What follows belongs to an exercise in optimizing a design on an open flow for a short achievable clock period and few clock cycles; a production flow would make more cautious choices. Function was checked by simulation only, so behaviour that the tests miss may differ from the original.

**flow/design.v**
```verilog
`timescale 1ns / 1ps
module control(
    input  [31:0] ir,
    output [3:0]  alu_op,
    output        memtoreg, memwrite, sb, alu_src, regwrite, syscall, signext,
    output        beq, bne, bgtz, jr, j, jal, srlv,
    output [4:0]  wnum,
    output        use_rs, use_rt, is_mem, is_jump
    );
    wire [5:0] op = ir[31:26];
    wire [5:0] fn = ir[5:0];
    wire rt0 = (op == 6'd0);
    wire SLL  = rt0 & (fn == 6'd0);
    wire SRL  = rt0 & (fn == 6'd2);
    wire SRA  = rt0 & (fn == 6'd3);
    wire SRLV = rt0 & (fn == 6'd6);
    wire JR   = rt0 & (fn == 6'd8);
    wire SYSC = rt0 & (fn == 6'd12);
    wire ADD  = rt0 & (fn == 6'd32);
    wire ADDU = rt0 & (fn == 6'd33);
    wire SUB  = rt0 & (fn == 6'd34);
    wire SUBU = rt0 & (fn == 6'd35);
    wire AND  = rt0 & (fn == 6'd36);
    wire OR   = rt0 & (fn == 6'd37);
    wire NOR  = rt0 & (fn == 6'd39);
    wire SLT  = rt0 & (fn == 6'd42);
    wire SLTU = rt0 & (fn == 6'd43);
    wire RT   = rt0 & ~SYSC;
    wire J     = (op == 6'd2);
    wire JAL   = (op == 6'd3);
    wire BEQ   = (op == 6'd4);
    wire BNE   = (op == 6'd5);
    wire BGTZ  = (op == 6'd7);
    wire ADDI  = (op == 6'd8);
    wire ADDIU = (op == 6'd9);
    wire SLTI  = (op == 6'd10);
    wire ANDI  = (op == 6'd12);
    wire ORI   = (op == 6'd13);
    wire LW    = (op == 6'd35);
    wire SB    = (op == 6'd40);
    wire SW    = (op == 6'd43);
    assign memtoreg = LW;
    assign memwrite = SW | SB;
    assign sb       = SB;
    assign alu_src  = ADDI | ANDI | ADDIU | SLTI | ORI | LW | SW | SB;
    assign regwrite = RT | JAL | ADDI | ANDI | ADDIU | SLTI | ORI | LW;
    assign syscall  = SYSC;
    assign signext  = ~(ANDI | ORI);
    assign beq = BEQ; assign bne = BNE; assign bgtz = BGTZ;
    assign jr = JR; assign j = J; assign jal = JAL; assign srlv = SRLV;
    assign wnum = JAL ? 5'd31 : RT ? ir[15:11] : ir[20:16];
    assign use_rs = ~(SLL | SRL | SRA | J | JAL);
    assign use_rt = rt0 | BEQ | BNE | SW | SB;
    assign is_mem = LW | SW | SB;
    assign is_jump = J | JAL | JR;
    assign alu_op = (ADD | ADDU | ADDI | ADDIU | LW | SW | SB) ? 4'd5 :
                    SLL ? 4'd0 :
                    SRA ? 4'd1 :
                    (SRL | SRLV) ? 4'd2 :
                    (SUB | SUBU) ? 4'd6 :
                    (AND | ANDI) ? 4'd7 :
                    (OR | ORI) ? 4'd8 :
                    (SLT | SLTI) ? 4'd11 :
                    SLTU ? 4'd12 :
                    NOR ? 4'd10 : 4'd13;
endmodule
`timescale 1ns / 1ps
module ALU(
	input [31:0] x,
	input [31:0] y,
	input [9:0] op,
	input [4:0] shamt,
	output [31:0] res1
    );
wire sub = op[1] | op[5] | op[6];
wire [32:0] sum = {1'b0, x} + {1'b0, y ^ {32{sub}}} + {32'd0, sub};
wire slt  = (x[31] ^ y[31]) ? x[31] : sum[31];
wire sltu = ~sum[32];
wire [31:0] sra = $signed(y) >>> shamt;
assign res1 = ({32{op[0] | op[1]}} & sum[31:0]) |
              ({32{op[2]}} & (x & y)) |
              ({32{op[3]}} & (x | y)) |
              ({32{op[4]}} & ~(x | y)) |
              {31'd0, (op[5] & slt) | (op[6] & sltu)} |
              ({32{op[7]}} & (y << shamt)) |
              ({32{op[8]}} & (y >> shamt)) |
              ({32{op[9]}} & sra);
endmodule
`timescale 1ns / 1ps
module BrUnit(
	input [31:0] x, y,
	input [2:0] op,
	output taken
    );
wire equal = (x == y);
wire gtz = ~x[31] & (x != 32'd0);
assign taken = (op[0] & equal) | (op[1] & ~equal) | (op[2] & gtz);
endmodule
`timescale 1ns / 1ps
module WordCache #(parameter NP = 15) (
	input clk, rst,
	input [9:0] wkey,
	input [31:0] wword,
	input [10*NP-1:0] keys,
	output [NP-1:0] hits,
	output [32*NP-1:0] words
    );
reg [31:0] valid;
reg [4:0]  tag  [0:31];
reg [31:0] word [0:31];
always @(posedge clk or posedge rst) begin
	if (rst) valid <= 32'd0;
	else valid[wkey[4:0]] <= 1'b1;
end
always @(posedge clk) begin
	tag[wkey[4:0]] <= wkey[9:5];
	word[wkey[4:0]] <= wword;
end
genvar i;
generate for (i = 0; i < NP; i = i + 1) begin : g_port
	wire [9:0] k = keys[10*i+9:10*i];
	assign hits[i] = valid[k[4:0]] & (tag[k[4:0]] == k[9:5]);
	assign words[32*i+31:32*i] = word[k[4:0]];
end endgenerate
endmodule
`timescale 1ns / 1ps
module g_a22oi(input a1, a2, b1, b2, output y); assign y = ~((a1 & a2) | (b1 & b2)); endmodule
module g_nand4(input a, b, c, d, output y); assign y = ~(a & b & c & d); endmodule
module g_nor2(input a, b, output y); assign y = ~(a | b); endmodule
module g_nand2(input a, b, output y); assign y = ~(a & b); endmodule
module g_and2(input a, b, output y); assign y = a & b; endmodule
module g_nor3(input a, b, c, output y); assign y = ~(a | b | c); endmodule
module sel32(input [31:0] sel, input [1023:0] d, output [31:0] y);
genvar b, k;
generate for (b = 0; b < 32; b = b + 1) begin : g_bit
	wire [15:0] t;
	wire [3:0] u;
	wire [1:0] v;
	for (k = 0; k < 16; k = k + 1) begin : g_t
		g_a22oi x(sel[2*k], d[32*(2*k)+b], sel[2*k+1], d[32*(2*k+1)+b], t[k]);
	end
	for (k = 0; k < 4; k = k + 1) begin : g_u
		g_nand4 x(t[4*k], t[4*k+1], t[4*k+2], t[4*k+3], u[k]);
	end
	g_nor2 x0(u[0], u[1], v[0]);
	g_nor2 x1(u[2], u[3], v[1]);
	g_nand2 x2(v[0], v[1], y[b]);
end endgenerate
endmodule
module dec32(input [4:0] a, output [31:0] y);
wire [3:0] lo; wire [7:0] hi;
genvar i;
generate
	for (i = 0; i < 4; i = i + 1) begin : g_lo
		g_nor2 x(a[0] ^ i[0], a[1] ^ i[1], lo[i]);
	end
	for (i = 0; i < 8; i = i + 1) begin : g_hi
		g_nor3 x(a[2] ^ i[0], a[3] ^ i[1], a[4] ^ i[2], hi[i]);
	end
	for (i = 0; i < 32; i = i + 1) begin : g_y
		g_and2 x(lo[i % 4], hi[i / 4], y[i]);
	end
endgenerate
endmodule
module psel4(input [4:0] p, input [127:0] d, output [3:0] y);
wire [31:0] s;
dec32 dd(p, s);
genvar b, k;
generate for (b = 0; b < 4; b = b + 1) begin : g_bit
	wire [15:0] t;
	wire [3:0] u;
	wire [1:0] v;
	for (k = 0; k < 16; k = k + 1) begin : g_t
		g_a22oi x(s[2*k], d[4*(2*k)+b], s[2*k+1], d[4*(2*k+1)+b], t[k]);
	end
	for (k = 0; k < 4; k = k + 1) begin : g_u
		g_nand4 x(t[4*k], t[4*k+1], t[4*k+2], t[4*k+3], u[k]);
	end
	g_nor2 x0(u[0], u[1], v[0]);
	g_nor2 x1(u[2], u[3], v[1]);
	g_nand2 x2(v[0], v[1], y[b]);
end endgenerate
endmodule
`timescale 1ns / 1ps
module RegFile(
	input [14:0] Ra,           
	input [14:0] Rb,           
	input [14:0] W_num,
	input [95:0] Din,
	input [2:0] WE,
	input clk,
	output [95:0] Qa, Qb,
	output [2:0] GZa,
	output [2:0] G1a,          
	output [31:0] V0_data,
	output [31:0] A0_data
    );
wire [31:0] q [0:31];
assign q[0] = 32'd0;
wire [31:0] g1;
assign g1[0] = 1'b0;
wire [31:0] gz;
assign gz[0] = 1'b0;
genvar k;
generate
	for (k = 1; k < 32; k = k + 1) begin : g_reg
		reg [31:0] r;
		always @(posedge clk)
			if (WE[2] && W_num[14:10] == k) r <= Din[95:64];
			else if (WE[1] && W_num[9:5] == k) r <= Din[63:32];
			else if (WE[0] && W_num[4:0] == k) r <= Din[31:0];
		assign q[k] = r;
		sgn s(r, gz[k], g1[k]);
	end
endgenerate
wire [1023:0] flat;
genvar f;
generate for (f = 0; f < 32; f = f + 1) begin : g_flat
	assign flat[32*f+31:32*f] = q[f];
end endgenerate
genvar p;
generate for (p = 0; p < 3; p = p + 1) begin : g_port
	wire [31:0] da, db;
	dec32 dA(Ra[5*p+4:5*p], da);
	dec32 dB(Rb[5*p+4:5*p], db);
	sel32 sA(da, flat, Qa[32*p+31:32*p]);
	sel32 sB(db, flat, Qb[32*p+31:32*p]);
	wire [31:0] dg;
	dec32 dG(Ra[5*p+4:5*p], dg);
	assign GZa[p] = |(dg & gz);
	assign G1a[p] = |(dg & g1);
end endgenerate
assign V0_data = q[2];
assign A0_data = q[4];
endmodule
module sgn(input [31:0] v, output gz, output g1);
wire z30 = (v[30:1] == 30'd0);
assign gz = ~v[31] & ~(z30 & ~v[0]);
assign g1 = (~v[31] & ~z30) | (v[31] & z30 & ~v[0]);
endmodule
`timescale 1ns / 1ps
module LedData(show, R2, clk, clr, data);
    input show, clk, clr;
    input [31:0] R2;
    output reg [31:0]data;
    always @(posedge clr or posedge clk) begin
		if(clr == 1) begin
			data <= 0;
		end
		else if(show == 1) begin
			data <= R2;
		end
	end
endmodule
`timescale 1ns / 1ps
module Counter(running, clk, clr, count);
    input running,clk,clr;
    output reg [31:0] count;
    always @(posedge clk) begin
     if(clr) count <= 0;
      else  if(running) count <= count+1;
    end
endmodule
module Counter2(inc, clk, clr, count);
    input [1:0] inc;
    input clk, clr;
    output reg [31:0] count;
    always @(posedge clk) begin
     if(clr) count <= 0;
      else  if(inc != 2'd0) count <= count + {30'd0, inc};
    end
endmodule
`timescale 1ns / 1ps
module RAM(rsel0, rsel1, wsel, lane, data_in, sb, memWrite, clk, clr, data_out, data_out1, mem_probe, probe);
    input [31:0] rsel0, rsel1, wsel;
    input [1:0] lane;
    input [31:0] data_in;
    input sb, memWrite, clk, clr;
    output [31:0] data_out, data_out1;
    output [31:0] mem_probe;
    input wire [4:0] probe;
    wire [31:0] words [0:31];
    genvar fw, sl;
    generate for (sl = 0; sl < 8; sl = sl + 1) begin : g_sl
        wire [127:0] flat;
        for (fw = 0; fw < 32; fw = fw + 1) begin : g_flat
            assign flat[4*fw+3:4*fw] = words[fw][4*sl+3:4*sl];
        end
        psel4 pm(probe, flat, mem_probe[4*sl+3:4*sl]);
    end endgenerate
    wire [1023:0] flatw;
    genvar fx;
    generate for (fx = 0; fx < 32; fx = fx + 1) begin : g_flatw
        assign flatw[32*fx+31:32*fx] = words[fx];
    end endgenerate
    sel32 rd0(rsel0, flatw, data_out);
    sel32 rd1(rsel1, flatw, data_out1);
    genvar w, b;
    generate
        for (w = 0; w < 32; w = w + 1) begin : g_word
            for (b = 0; b < 4; b = b + 1) begin : g_byte
                reg [7:0] byte_q;
                always @(posedge clk or posedge clr) begin
                    if(clr) byte_q <= 8'h0;
                    else if(memWrite && wsel[w] && (!sb || lane == b))
                        byte_q <= sb ? data_in[7:0] : data_in[8*b+7:8*b];
                end
                assign words[w][8*b+7:8*b] = byte_q;
            end
        end
    endgenerate
endmodule
`timescale 1ns / 1ps
module MIPS_CPU(
	input rst, Go, clk,
	output [31:0] Leddata, Count_cycle, Count_branch, Count_jmp,
	input [4:0] probe,
	output [31:0] mem_probe,
	output [9:0] imem_addr,
	input [31:0] imem_data,
	output halted
    );
reg run;
reg [31:0] PC;
reg [9:0] FA;                 
reg       fa_pf;              
reg [9:0] PF;                 
assign imem_addr = FA;
assign halted = ~run;
reg        I0_valid, I1_valid, I2_valid;
reg [31:0] I0_word, I1_word, I2_word;
wire [31:0] IR [0:2];
assign IR[0] = I0_valid ? I0_word : imem_data;
assign IR[1] = I1_word;
assign IR[2] = I2_word;
wire [31:0] PCs [0:3];        
assign PCs[0] = PC;
assign PCs[1] = PC + 32'd4;
assign PCs[2] = PC + 32'd8;
assign PCs[3] = PC + 32'd12;
reg  [2:0]  B_regwrite, B_memtoreg, B_jal, B_cb, B_pt, B_jmp, B_chain, B_cbA, B_jrv, B_rs31;
reg  [4:0]  B_wnum [0:2];
reg  [9:0]  B_aluop [0:2];
reg  [4:0]  B_shamt [0:2];
reg  [31:0] B_x [0:2];
reg  [31:0] B_y [0:2];
reg  [31:0] B_pc4 [0:2];
reg  [2:0]  B_bop [0:2];
reg  [31:0] B_alt [0:2];
reg  [31:0] B_jrt [0:2];      
reg  [6:0]  B_ax [0:1];        
reg  [6:0]  B_ay [0:1];        
reg  [6:0]  B_sx, B_sy;        
reg         B_memwrite, B_sb;
reg  [1:0]  B_mslot;           
reg  [31:0] B_sd;
wire [31:0] B_din [0:2];
wire [31:0] alu [0:2];
wire [31:0] B_dnl [0:2];
wire [2:0]  B_ok;
genvar gs;
generate for (gs = 0; gs < 3; gs = gs + 1) begin : g_bok
	assign B_ok[gs] = B_regwrite[gs] & (B_wnum[gs] != 5'd0);
end endgenerate
wire mis, mis0, mis1, mis2;   
wire [2:0] live;              
wire [3:0] alu_op [0:2];
wire [2:0] memtoreg, memwrite, sb, alu_src, regwrite, syscall, signext;
wire [2:0] beq, bne, bgtz, jr, j, jal, srlv, use_rs, use_rt, is_mem, is_jump;
wire [4:0] wnum [0:2];
wire [4:0] rs [0:2];
wire [4:0] rt [0:2];
wire [31:0] imm [0:2];
generate for (gs = 0; gs < 3; gs = gs + 1) begin : g_dec
	control ctl(IR[gs], alu_op[gs], memtoreg[gs], memwrite[gs], sb[gs], alu_src[gs],
		regwrite[gs], syscall[gs], signext[gs], beq[gs], bne[gs], bgtz[gs], jr[gs], j[gs],
		jal[gs], srlv[gs], wnum[gs], use_rs[gs], use_rt[gs], is_mem[gs], is_jump[gs]);
	assign rs[gs] = IR[gs][25:21];
	assign rt[gs] = IR[gs][20:16];
	assign imm[gs] = {{16{signext[gs] & IR[gs][15]}}, IR[gs][15:0]};
end endgenerate
wire [95:0] rfa, rfb;
wire [2:0]  rf_gz, rf_g1;
wire [31:0] rf_v0, rf_a0r;
RegFile regFile1({rs[2], rs[1], rs[0]}, {rt[2], rt[1], rt[0]},
	{B_wnum[2], B_wnum[1], B_wnum[0]}, {B_din[2], B_din[1], B_din[0]},
	B_regwrite & live, clk, rfa, rfb, rf_gz, rf_g1, rf_v0, rf_a0r);
function [3:0] srcsel;
	input [4:0] r;
	input [2:0] ok;
	input [4:0] w0, w1, w2;
	reg m2, m1, m0;
	begin
		m2 = ok[2] & (w2 == r);
		m1 = ok[1] & (w1 == r);
		m0 = ok[0] & (w0 == r);
		srcsel = {m2, ~m2 & m1, ~m2 & ~m1 & m0, ~m2 & ~m1 & ~m0};
	end
endfunction
function [31:0] pick;
	input [3:0] s;
	input [31:0] rf, d0, d1, d2;
	begin
		pick = ({32{s[0]}} & rf) | ({32{s[1]}} & d0) | ({32{s[2]}} & d1) | ({32{s[3]}} & d2);
	end
endfunction
wire [3:0]  sa [0:2];
wire [31:0] A [0:2];
wire [31:0] Bv [0:2];
generate for (gs = 0; gs < 3; gs = gs + 1) begin : g_op
	wire [3:0] sb_ = srcsel(rt[gs], B_ok, B_wnum[0], B_wnum[1], B_wnum[2]);
	assign sa[gs] = srcsel(rs[gs], B_ok, B_wnum[0], B_wnum[1], B_wnum[2]);
	assign A[gs]  = pick(sa[gs], rfa[32*gs+31:32*gs], B_din[0], B_din[1], B_din[2]);
	assign Bv[gs] = pick(sb_, rfb[32*gs+31:32*gs], B_din[0], B_din[1], B_din[2]);
end endgenerate
wire [31:0] V0  = pick(srcsel(5'd2, B_ok, B_wnum[0], B_wnum[1], B_wnum[2]), rf_v0, B_din[0], B_din[1], B_din[2]);
wire [31:0] A0r = pick(srcsel(5'd4, B_ok, B_wnum[0], B_wnum[1], B_wnum[2]), rf_a0r, B_din[0], B_din[1], B_din[2]);
wire [31:0] redirect;
reg        B_sys;
reg [31:0] B_v0, B_a0;
reg        C_v, C_pt, C_act;
reg [31:0] C_alt;
wire misC = C_v & (C_act != C_pt);
wire show = B_sys & (B_v0 == 32'd34) & ~misC;
wire halt = B_sys & (B_v0 != 32'd34) & ~misC;
wire misx = mis | halt | misC;    
function dep;                 
	input rw_i;
	input [4:0] w_i;
	input urs_j, urt_j;
	input [4:0] rs_j, rt_j;
	begin
		dep = rw_i & (w_i != 5'd0) & ((urs_j & (rs_j == w_i)) | (urt_j & (rt_j == w_i)));
	end
endfunction
wire dep01 = dep(regwrite[0], wnum[0], use_rs[1], use_rt[1], rs[1], rt[1]);
wire dep02 = dep(regwrite[0], wnum[0], use_rs[2], use_rt[2], rs[2], rt[2]);
wire dep12 = dep(regwrite[1], wnum[1], use_rs[2], use_rt[2], rs[2], rt[2]);
wire chain1 = dep01 & bgtz[1] & ~memtoreg[0] & ~jal[0];
wire chain2 = dep12 & ~dep02 & bgtz[2] & ~memtoreg[1] & ~jal[1];
wire [2:0] dec1;
generate for (gs = 0; gs < 3; gs = gs + 1) begin : g_dec1
	assign dec1[gs] = (IR[gs][31:27] == 5'b00100) & (IR[gs][15:0] == 16'hffff) & sa[gs][0];
end endgenerate
wire resA1 = chain1 & dec1[0];
wire resA2 = chain2 & dec1[1];
wire [2:0] cb, pt, taken, endg;
generate for (gs = 0; gs < 3; gs = gs + 1) begin : g_pred
	wire ch = (gs == 1) ? chain1 : (gs == 2) ? chain2 : 1'b0;
	wire ra = (gs == 1) ? resA1 : (gs == 2) ? resA2 : 1'b0;
	wire g1 = (gs == 1) ? rf_g1[0] : rf_g1[(gs == 2) ? 1 : 0];
	wire gz = ra ? g1 : (sa[gs][0] & ~ch) ? rf_gz[gs] : IR[gs][15];
	assign cb[gs] = beq[gs] | bne[gs] | bgtz[gs];
	assign pt[gs] = bne[gs] | (beq[gs] & IR[gs][15]) | (bgtz[gs] & gz);    
	assign taken[gs] = cb[gs] & pt[gs];
	assign endg[gs] = syscall[gs] | is_jump[gs] | taken[gs];    
end endgenerate
wire iss1 = I1_valid & ~endg[0] & ~syscall[1] & ~(memwrite[0] & is_mem[1]) & (~dep01 | chain1);
wire iss2 = iss1 & ~chain1 & I2_valid & ~endg[1] & ~syscall[2] &
	~((memwrite[0] | memwrite[1]) & is_mem[2]) & ~(memtoreg[1] & memtoreg[2]) & ~dep02 & (~dep12 | chain2);
wire [2:0] ex = {iss2, iss1, 1'b1} & {3{~misx}};
reg        ras_v, jb_v;
reg [31:0] ras;               
wire       jal_B;             
wire [31:0] ret_B;
reg [9:0]  jb_pc;             
reg [31:0] jb_t;
wire [31:0] jrp [0:2];
wire [31:0] bt [0:2];
wire [31:0] seq [0:2];
generate for (gs = 0; gs < 3; gs = gs + 1) begin : g_npc
	assign bt[gs] = PCs[gs+1] + {imm[gs][29:0], 2'b00};
	wire [31:0] jt = {PCs[gs][31:28], IR[gs][25:0], 2'b00};
	assign jrp[gs] = (rs[gs] == 5'd31) ? (jal_B ? ret_B : ras_v ? ras : PCs[gs+1]) :
	                 (jb_v & (jb_pc == PCs[gs][11:2])) ? jb_t : PCs[gs+1];
	assign seq[gs] = jr[gs] ? jrp[gs] : (j[gs] | jal[gs]) ? jt : taken[gs] ? bt[gs] : PCs[gs+1];
end endgenerate
wire [31:0] nextA = iss2 ? seq[2] : iss1 ? seq[1] : seq[0];
wire [31:0] nextPC = misC ? C_alt : halt ? B_pc4[0] : mis ? redirect : nextA;
always @(posedge clk or posedge rst) begin
	if (rst) begin ras_v <= 1'b0; jb_v <= 1'b0; end
	else begin
		if (jal_B) ras_v <= 1'b1;
		if (jbw) jb_v <= 1'b1;
	end
end
wire [2:0] jb_s = B_jrv & ~B_rs31 & live;
wire jbw = |jb_s & ~misC;
wire [2:0] jal_s = B_jal & live & {3{~misC}};
assign jal_B = |jal_s;
assign ret_B = jal_s[2] ? B_pc4[2] : jal_s[1] ? B_pc4[1] : B_pc4[0];
always @(posedge clk) begin
	if (jbw) begin
		jb_pc <= jb_s[0] ? B_pc4[0][11:2] - 10'd1 : jb_s[1] ? B_pc4[1][11:2] - 10'd1 : B_pc4[2][11:2] - 10'd1;
		jb_t <= jb_s[0] ? B_alt[0] : jb_s[1] ? B_alt[1] : B_alt[2];
	end
end
always @(posedge clk) begin
	if (jal_B) ras <= ret_B;
end
wire [9:0] pcw = PC[11:2];
wire [9:0] kbt0 = pcw + 10'd1 + imm[0][9:0];
wire [9:0] kbt1 = pcw + 10'd2 + imm[1][9:0];
wire [9:0] kbt2 = pcw + 10'd3 + imm[2][9:0];
wire [149:0] keys = {pcw,
	kbt2 + 10'd2, kbt2 + 10'd1, kbt2, kbt1 + 10'd2, kbt1 + 10'd1, kbt1,
	kbt0 + 10'd2, kbt0 + 10'd1, kbt0,
	pcw + 10'd5, pcw + 10'd4, pcw + 10'd3, pcw + 10'd2, pcw + 10'd1};
wire [14:0]  ch_hit;
wire [479:0] ch_word;
WordCache #(15) cache(clk, rst, FA, imem_data, keys, ch_hit, ch_word);
wire [31:0] cw [0:14];
generate for (gs = 0; gs < 15; gs = gs + 1) begin : g_cw
	assign cw[gs] = ch_word[32*gs+31:32*gs];
end endgenerate
reg        n0_v, n1_v, n2_v;
reg [31:0] n0_w, n1_w, n2_w;
task sel3;
	input integer p;
	begin
		n0_v = ch_hit[p]; n0_w = cw[p];
		n1_v = ch_hit[p+1]; n1_w = cw[p+1];
		n2_v = ch_hit[p+2]; n2_w = cw[p+2];
	end
endtask
wire redir = misx;
always @(*) begin
	n0_v = 1'b0; n1_v = 1'b0; n2_v = 1'b0;
	n0_w = cw[0]; n1_w = cw[1]; n2_w = cw[2];
	if (!run) begin
		n0_v = ch_hit[14]; n0_w = cw[14]; n1_v = ch_hit[0]; n1_w = cw[0]; n2_v = ch_hit[1]; n2_w = cw[1];
	end else if (redir) begin
		n0_v = 1'b0; n1_v = 1'b0; n2_v = 1'b0;
	end else if (iss2) begin
		if (taken[2]) sel3(11);
		else if (~is_jump[2]) sel3(2);
	end else if (iss1) begin
		if (taken[1]) sel3(8);
		else if (~is_jump[1]) sel3(1);
	end else begin
		if (taken[0]) sel3(5);
		else if (~is_jump[0]) sel3(0);
	end
end
always @(posedge clk or posedge rst) begin
	if (rst) begin
		I0_valid <= 1'b0; I1_valid <= 1'b0; I2_valid <= 1'b0;
	end else begin
		I0_valid <= n0_v;
		I1_valid <= n1_v;
		I2_valid <= n1_v & n2_v;
	end
end
always @(posedge clk) begin
	I0_word <= n0_w;
	I1_word <= n1_w;
	I2_word <= n2_w;
end
wire [9:0] pf_base = run ? pcw + 10'd3 : pcw;
wire [9:0] pf_diff = PF - pf_base;
wire pf_reset = pf_diff[9] | (pf_diff > 10'd40);
wire [9:0] PF_next = pf_reset ? pf_base : (fa_pf & (pf_diff < (run ? 10'd20 : 10'd31))) ? PF + 10'd1 : PF;
wire go_now = run | Go;         
always @(posedge clk or posedge rst) begin
	if (rst) begin
		PF <= 10'd0; FA <= 10'd0; fa_pf <= 1'b0;
	end else begin
		PF <= PF_next;
		fa_pf <= ~go_now | n0_v;
		FA <= (~go_now | n0_v) ? PF_next : (run ? nextPC[11:2] : pcw);
	end
end
always @(posedge clk or posedge rst) begin
	if (rst) run <= 1'b1;
	else if (Go) run <= 1'b1;
	else if (run & halt) run <= 1'b0;
end
always @(posedge clk or posedge rst) begin
	if (rst) PC <= 32'd0;
	else if (run) PC <= nextPC;
	else if (ch_hit[14] && cw[14] == 32'd0) PC <= PCs[1];
end
function [9:0] aluoh;
	input [3:0] c;
	begin
		case (c)
			4'd5:  aluoh = 10'b0000000001;
			4'd6:  aluoh = 10'b0000000010;
			4'd7:  aluoh = 10'b0000000100;
			4'd8:  aluoh = 10'b0000001000;
			4'd10: aluoh = 10'b0000010000;
			4'd11: aluoh = 10'b0000100000;
			4'd12: aluoh = 10'b0001000000;
			4'd0:  aluoh = 10'b0010000000;
			4'd2:  aluoh = 10'b0100000000;
			4'd1:  aluoh = 10'b1000000000;
			default: aluoh = 10'b0000000000;
		endcase
	end
endfunction
always @(posedge clk or posedge rst) begin
	if (rst) begin
		B_regwrite <= 3'd0; B_memwrite <= 1'b0; B_cb <= 3'd0; B_jmp <= 3'd0;
		B_sys <= 1'b0; B_cbA <= 3'd0; B_jrv <= 3'd0;
	end else if (run) begin
		B_sys <= ex[0] & syscall[0];
		B_regwrite <= ex & regwrite;
		B_memwrite <= |(ex & memwrite);
		B_cb <= ex & cb & ~{resA2, resA1, 1'b0};
		B_jrv <= ex & jr;
		B_cbA <= ex & {resA2, resA1, 1'b0};
		B_jmp <= ex & is_jump;
	end else begin
		B_regwrite <= 3'd0; B_memwrite <= 1'b0; B_cb <= 3'd0; B_jmp <= 3'd0;
		B_sys <= 1'b0; B_cbA <= 3'd0; B_jrv <= 3'd0;
	end
end
integer bs;
always @(posedge clk) begin
	if (run) begin
		for (bs = 0; bs < 3; bs = bs + 1) begin
			B_memtoreg[bs] <= memtoreg[bs];
			B_jal[bs] <= jal[bs];
			B_wnum[bs] <= wnum[bs];
			B_aluop[bs] <= memtoreg[bs] ? 10'd0 : aluoh(alu_op[bs]);
			B_shamt[bs] <= srlv[bs] ? A[bs][4:0] : IR[bs][10:6];
			B_x[bs] <= A[bs];
			B_y[bs] <= alu_src[bs] ? imm[bs] : Bv[bs];
			B_pc4[bs] <= PCs[bs+1];
			B_pt[bs] <= pt[bs];
			B_bop[bs] <= {bgtz[bs], bne[bs], beq[bs]};
			B_alt[bs] <= jr[bs] ? A[bs] : pt[bs] ? PCs[bs+1] : bt[bs];
			B_jrt[bs] <= jrp[bs];
			B_rs31[bs] <= (rs[bs] == 5'd31);
		end
		B_chain <= {chain2 & ~resA2, chain1 & ~resA1, 1'b0};
		B_v0 <= V0; B_a0 <= A0r;
		B_sb <= memwrite[0] ? sb[0] : memwrite[1] ? sb[1] : sb[2];
		B_sd <= memwrite[0] ? Bv[0] : memwrite[1] ? Bv[1] : Bv[2];
		B_mslot <= memwrite[0] ? 2'd0 : memwrite[1] ? 2'd1 : 2'd2;
		B_ax[0] <= A[0][6:0]; B_ay[0] <= imm[0][6:0];
		B_ax[1] <= memtoreg[1] ? A[1][6:0] : A[2][6:0];
		B_ay[1] <= memtoreg[1] ? imm[1][6:0] : imm[2][6:0];
		B_sx <= memwrite[0] ? A[0][6:0] : memwrite[1] ? A[1][6:0] : A[2][6:0];
		B_sy <= memwrite[0] ? imm[0][6:0] : memwrite[1] ? imm[1][6:0] : imm[2][6:0];
	end
end
LedData led(run & show, B_a0, clk, rst, Leddata);
generate for (gs = 0; gs < 3; gs = gs + 1) begin : g_alu
	ALU alu_s(B_x[gs], B_y[gs], B_aluop[gs], B_shamt[gs], alu[gs]);
end endgenerate
wire [2:0] act;
generate for (gs = 0; gs < 3; gs = gs + 1) begin : g_br
	BrUnit bru(B_x[gs], B_y[gs], B_bop[gs], act[gs]);
end endgenerate
wire [2:0] bres = B_cb & ~B_chain;      
wire [2:0] jmis;                
generate for (gs = 0; gs < 3; gs = gs + 1) begin : g_jmis
	assign jmis[gs] = B_jrv[gs] & (B_alt[gs] != B_jrt[gs]);
end endgenerate
assign mis0 = ((bres[0] & (act[0] != B_pt[0])) | jmis[0]) & ~misC;
assign mis1 = ((bres[1] & (act[1] != B_pt[1])) | jmis[1]) & ~mis0 & ~misC;
assign mis2 = ((bres[2] & (act[2] != B_pt[2])) | jmis[2]) & ~mis0 & ~mis1 & ~misC;
assign mis = mis0 | mis1 | mis2;
assign redirect = mis0 ? B_alt[0] : mis1 ? B_alt[1] : B_alt[2];
assign live = {~mis0 & ~mis1, ~mis0, 1'b1} & {3{~misC}};
wire C_next = |(B_cb & B_chain & live);
always @(posedge clk or posedge rst) begin
	if (rst) C_v <= 1'b0;
	else C_v <= C_next;
end
wire [31:0] C_src = B_chain[1] ? alu[0] : alu[1];
always @(posedge clk) begin
	C_act <= ~C_src[31] & (C_src != 32'd0);
	C_pt <= B_chain[1] ? B_pt[1] : B_pt[2];
	C_alt <= B_chain[1] ? B_alt[1] : B_alt[2];
end
wire [6:0]  maddr [0:1];
wire [31:0] rsel [0:1];
generate for (gs = 0; gs < 2; gs = gs + 1) begin : g_ma
	assign maddr[gs] = B_ax[gs] + B_ay[gs];
	dec32 mdec(maddr[gs][6:2], rsel[gs]);
end endgenerate
wire [6:0]  saddr = B_sx + B_sy;
wire [31:0] B_wsel;
dec32 sdec(saddr[6:2], B_wsel);
wire [1:0]  B_lane = saddr[1:0];
wire B_mwe = B_memwrite & (((B_mslot == 2'd0) & live[0]) | ((B_mslot == 2'd1) & live[1]) | ((B_mslot == 2'd2) & live[2]));
wire [31:0] mem_out [0:2];
RAM RAM1(rsel[0], rsel[1], B_wsel, B_lane, B_sd, B_sb, B_mwe, clk, rst,
	mem_out[0], mem_out[1], mem_probe, probe);
assign mem_out[2] = mem_out[1];
generate for (gs = 0; gs < 3; gs = gs + 1) begin : g_din
	assign B_dnl[gs] = ({32{B_jal[gs]}} & B_pc4[gs]) | alu[gs];
	assign B_din[gs] = ({32{B_memtoreg[gs]}} & mem_out[gs]) | B_dnl[gs];
end endgenerate
wire br_cntB = |(((bres & act) | (B_cbA & B_pt)) & live);
wire br_cntC = C_v & C_act;
wire jmp_cnt = |(B_jmp & live);
Counter count1(run, clk, rst, Count_cycle);
Counter2 count2({br_cntB & br_cntC, br_cntB ^ br_cntC}, clk, rst, Count_branch);
Counter count3(jmp_cnt, clk, rst, Count_jmp);
endmodule
```
**flow/run.sh**
```bash
#!/bin/bash
# synth_recipe.tcl (not shown) runs the flow's synth.tcl, then flattens the netlist and writes it again
# the make line also repeats each setting of config.mk as NAME=value (left out here)
make -C /OpenROAD-flow-scripts/flow DESIGN_CONFIG=/design/flow/config.mk WORK_HOME=/design/flow/orfs CLKGATE_MAP_FILE= SYNTH_SCRIPT=/design/flow/synth_recipe.tcl finish
```
**flow/config.mk**
```make
export PLATFORM = sky130hd
export DESIGN_NAME = MIPS_CPU
export DESIGN_NICKNAME = MIPS_CPU
export VERILOG_FILES = /design/flow/design.v
export SDC_FILE = /design/flow/constraint.sdc
export NUM_CORES = 8
export LEC_CHECK = 0
export CAP_MARGIN = 50
export CORE_MARGIN = 2
export CORE_UTILIZATION = 22
export PLACE_DENSITY = 0.45
export SETUP_SLACK_MARGIN = 4.5
export SLEW_MARGIN = 70
export SYNTH_HIERARCHICAL = 1
export SYNTH_MINIMUM_KEEP_SIZE = 0
export TNS_END_PERCENT = 100
```
**flow/constraint.sdc**
```tcl
create_clock -name core_clock -period 10.0 [get_ports {clk}]
set_input_delay 2.0000 -clock core_clock [delete_from_list [all_inputs] [get_ports {clk}]]
set_output_delay 2.0000 -clock core_clock [all_outputs]
set_load 0.01 [all_outputs]
```
==> flow_summary.ini <==
[placement]
placedInstanceArea_um2 = 551000
port_buffers = 210
dpl.cell_count = 70400
place.gp.congestion = 1.08
dpl.hpwl_um = 2390000

[critical_path]
critical_path_class = in2reg
critPathCaptureType = flop
crit_path_max_fanout = 5
cp.arrival_ns = 7.49
cp-start-kind = primary input
worstPathRequired_ns = 11.14

[floorplan]
coreArea_um2 = 2080000
die_height_um = 1450
initial_core_util_pct = 22.0
fp.dieW_um = 1450
rows = 530
ios = 211
dieArea_um2 = 2090000

[sta]
grt_setup_unrepaired = true
maxSlewViolCount = 0
fin_crit_ns = 6.35
worst_clock_skew_ns = 0.167
worstMarginPinSlew_ns = 0.689
relSlewSlack_pct = 54.0
fmax_mhz = 158
tns_ns = 0
fin_crit_sh_pct = 63.5
setup_viol = 0
finalHoldViolCount = 0

[detailed_routing]
vias = 469000
postRouteAntennaNets = 0
drt-initial-drc-count = 81500
vias_per_cell = 6.40
totalWireLength_um = 3270000
wire_per_inst_um = 44.6
drcViolationCount = 0
detail_route.first_pass.iterations = 17

[min_path]
hold_class = reg2reg

[global_route]
grt_max_degree = 66
overflow = 0
grt_pass1_vias = 429000
antenna_found_initial = 263
grt_pass1_wl_um = 4210000
grt.total_usage_pct = 29.4

[flow_run]
cap_violations = 0

[clock_network]
clk_latency_ns = 1.31
tritoncts = yes
cts-buffers-inserted = 597
cts_buffer_depth = 5
cts_root_buf = clkbuf_16
cts_sinks = 4332
cts_hold_buf = 0
clk_pin_slew_worst_paths_ns = 0.06
cts_htree_levels = 6

[yosys]
syn_area_um2 = 458000
synthCells = 40800
syn_avg_cell_area_um2 = 11.2
yosysWarnings = 35

[final_layout]
final_area_um2 = 608000
final_cell_mix = mux4_2 (5,486), a22oi_2 (4,716), nand2_1 (3,624)
nets = 45300
layout-drive-gt1-share_pct = 54.7
syn_to_final_growth_pct = 32.7
fin_cells = 73300
layout_commonest_cell = mux4_2

[run_status]
outcome = timing/DRC/antenna clean
[area by class of cell]
type	count	area [µm²]
sequential	4332	122000
inverter	478	3260
antenna	210	526
timing repair inverter	26	332
tap	27700	34600
multi-input combinational	31500	340000
fill	211000	1470000
clock inverter	329	3650
timing repair buffer	7998	87000
clock buffer	760	16200
[worst paths after layout]
| path | start | endpoint | slack (ns) | cells after the start |
|---|---|---|---|---|
| setup / recovery | imem_data[3] | PC[17] | 3.65 | 21 |
| setup reg to reg | I0_valid | PC[17] | 3.70 | 25 |
| hold reg to reg | B_a0[30] | led.data[30] | 0.48 | 1 |
| min in group asynchronous | rst | RAM1.g_word[25].g_byte[1].byte_q[5] | 0.88 | 3 |
| hold / removal | B_a0[30] | led.data[30] | 0.48 | 1 |
| max in group asynchronous | rst | RAM1.g_word[14].g_byte[0].byte_q[4] | 6.97 | 10 |
[per-layer routing]
| layer | track usage, % | part of all wire (%) |
|---|---|---|
| met4 | 24.4 | 11 |
| met3 | 13.1 | 15 |
| met1 | 34.8 | 35 |
| met5 | 0.431 | 0.087 |
| met2 | 40.7 | 39 |
[what timing repair did]
action                     in CTS  in global routing
pin swaps                     839                980
buffers inserted              767                390
gates resized for setup      2566               2220
gates cloned                   88                 75
setup endpoints to repair    2457               1660
[worst max-delay path, cell delays in order]
cell	delay, ns
buf_4	0.26
mux2_2	0.38
or4b_4	0.55
o311ai_4	0.27
buf_6	0.19
buf_8	0.13
mux2i_2	0.23
nand2_2	0.08
or4_4	0.60
o21ai_4	0.26
nor2_2	0.08
a221o_4	0.45
nor2b_4	0.16
nand3_4	0.12
buf_6	0.16
or4_4	0.54
buf_12	0.17
nor3_4	0.25
o2111ai_2	0.21
nor3b_2	0.22
o311a_1	0.11
[registers in the layout, indices dropped and copies added, names as in the netlist, 91 cells and up]
| signal | count |
|---|---|
| B_jrt | 96 |
| cache.word | 1024 |
| cache.tag | 160 |
| B_alt | 96 |
| RAM1.g_word.g_byte.byte_q | 1024 |
| regFile1.g.r | 992 |
| B_pc4 | 91 |
| B_y | 96 |
| B_x | 96 |
[stage by stage]
stage                     hold slack (ns)  util (%)  setup slack (ns)
after CTS                           0.484      28.3              3.84
after global placement              0.466      23.9             0.905
after detailed placement            0.467      26.5              1.51
final                               0.482      29.2              3.65
after global routing                0.490      29.2              3.66
after floorplan                     0.454         -             -6.11
Testbench counts, summed over its fixed seeds: cycles 52,048.

==> what the ideal ports hide <==
The results above use ideal ports. As a check the final layout listed here was re-extracted and re-timed, cells and wires unchanged.
Step 1 assumes that a clkbuf_16 drives the clock port and a buf_2 every other input.
Step 2 moves the port delays by t, midway between the first and last clock arrival at a register: inputs arrive t later, outputs are due t later. That takes back most of the time a late clock gives input paths.
Slacks: ideal ports / drivers / drivers and shift; pairs: ideal ports / drivers.
t, ns: 1.423
setup slack, ns: 3.654 / 3.611 / 2.188
worst register clock-pin slew, ns: 0.09 / 0.09
After both steps this run still meets setup and hold. The setup slack of this run moves by -0.043 ns with the drivers and by -1.466 ns with both steps.
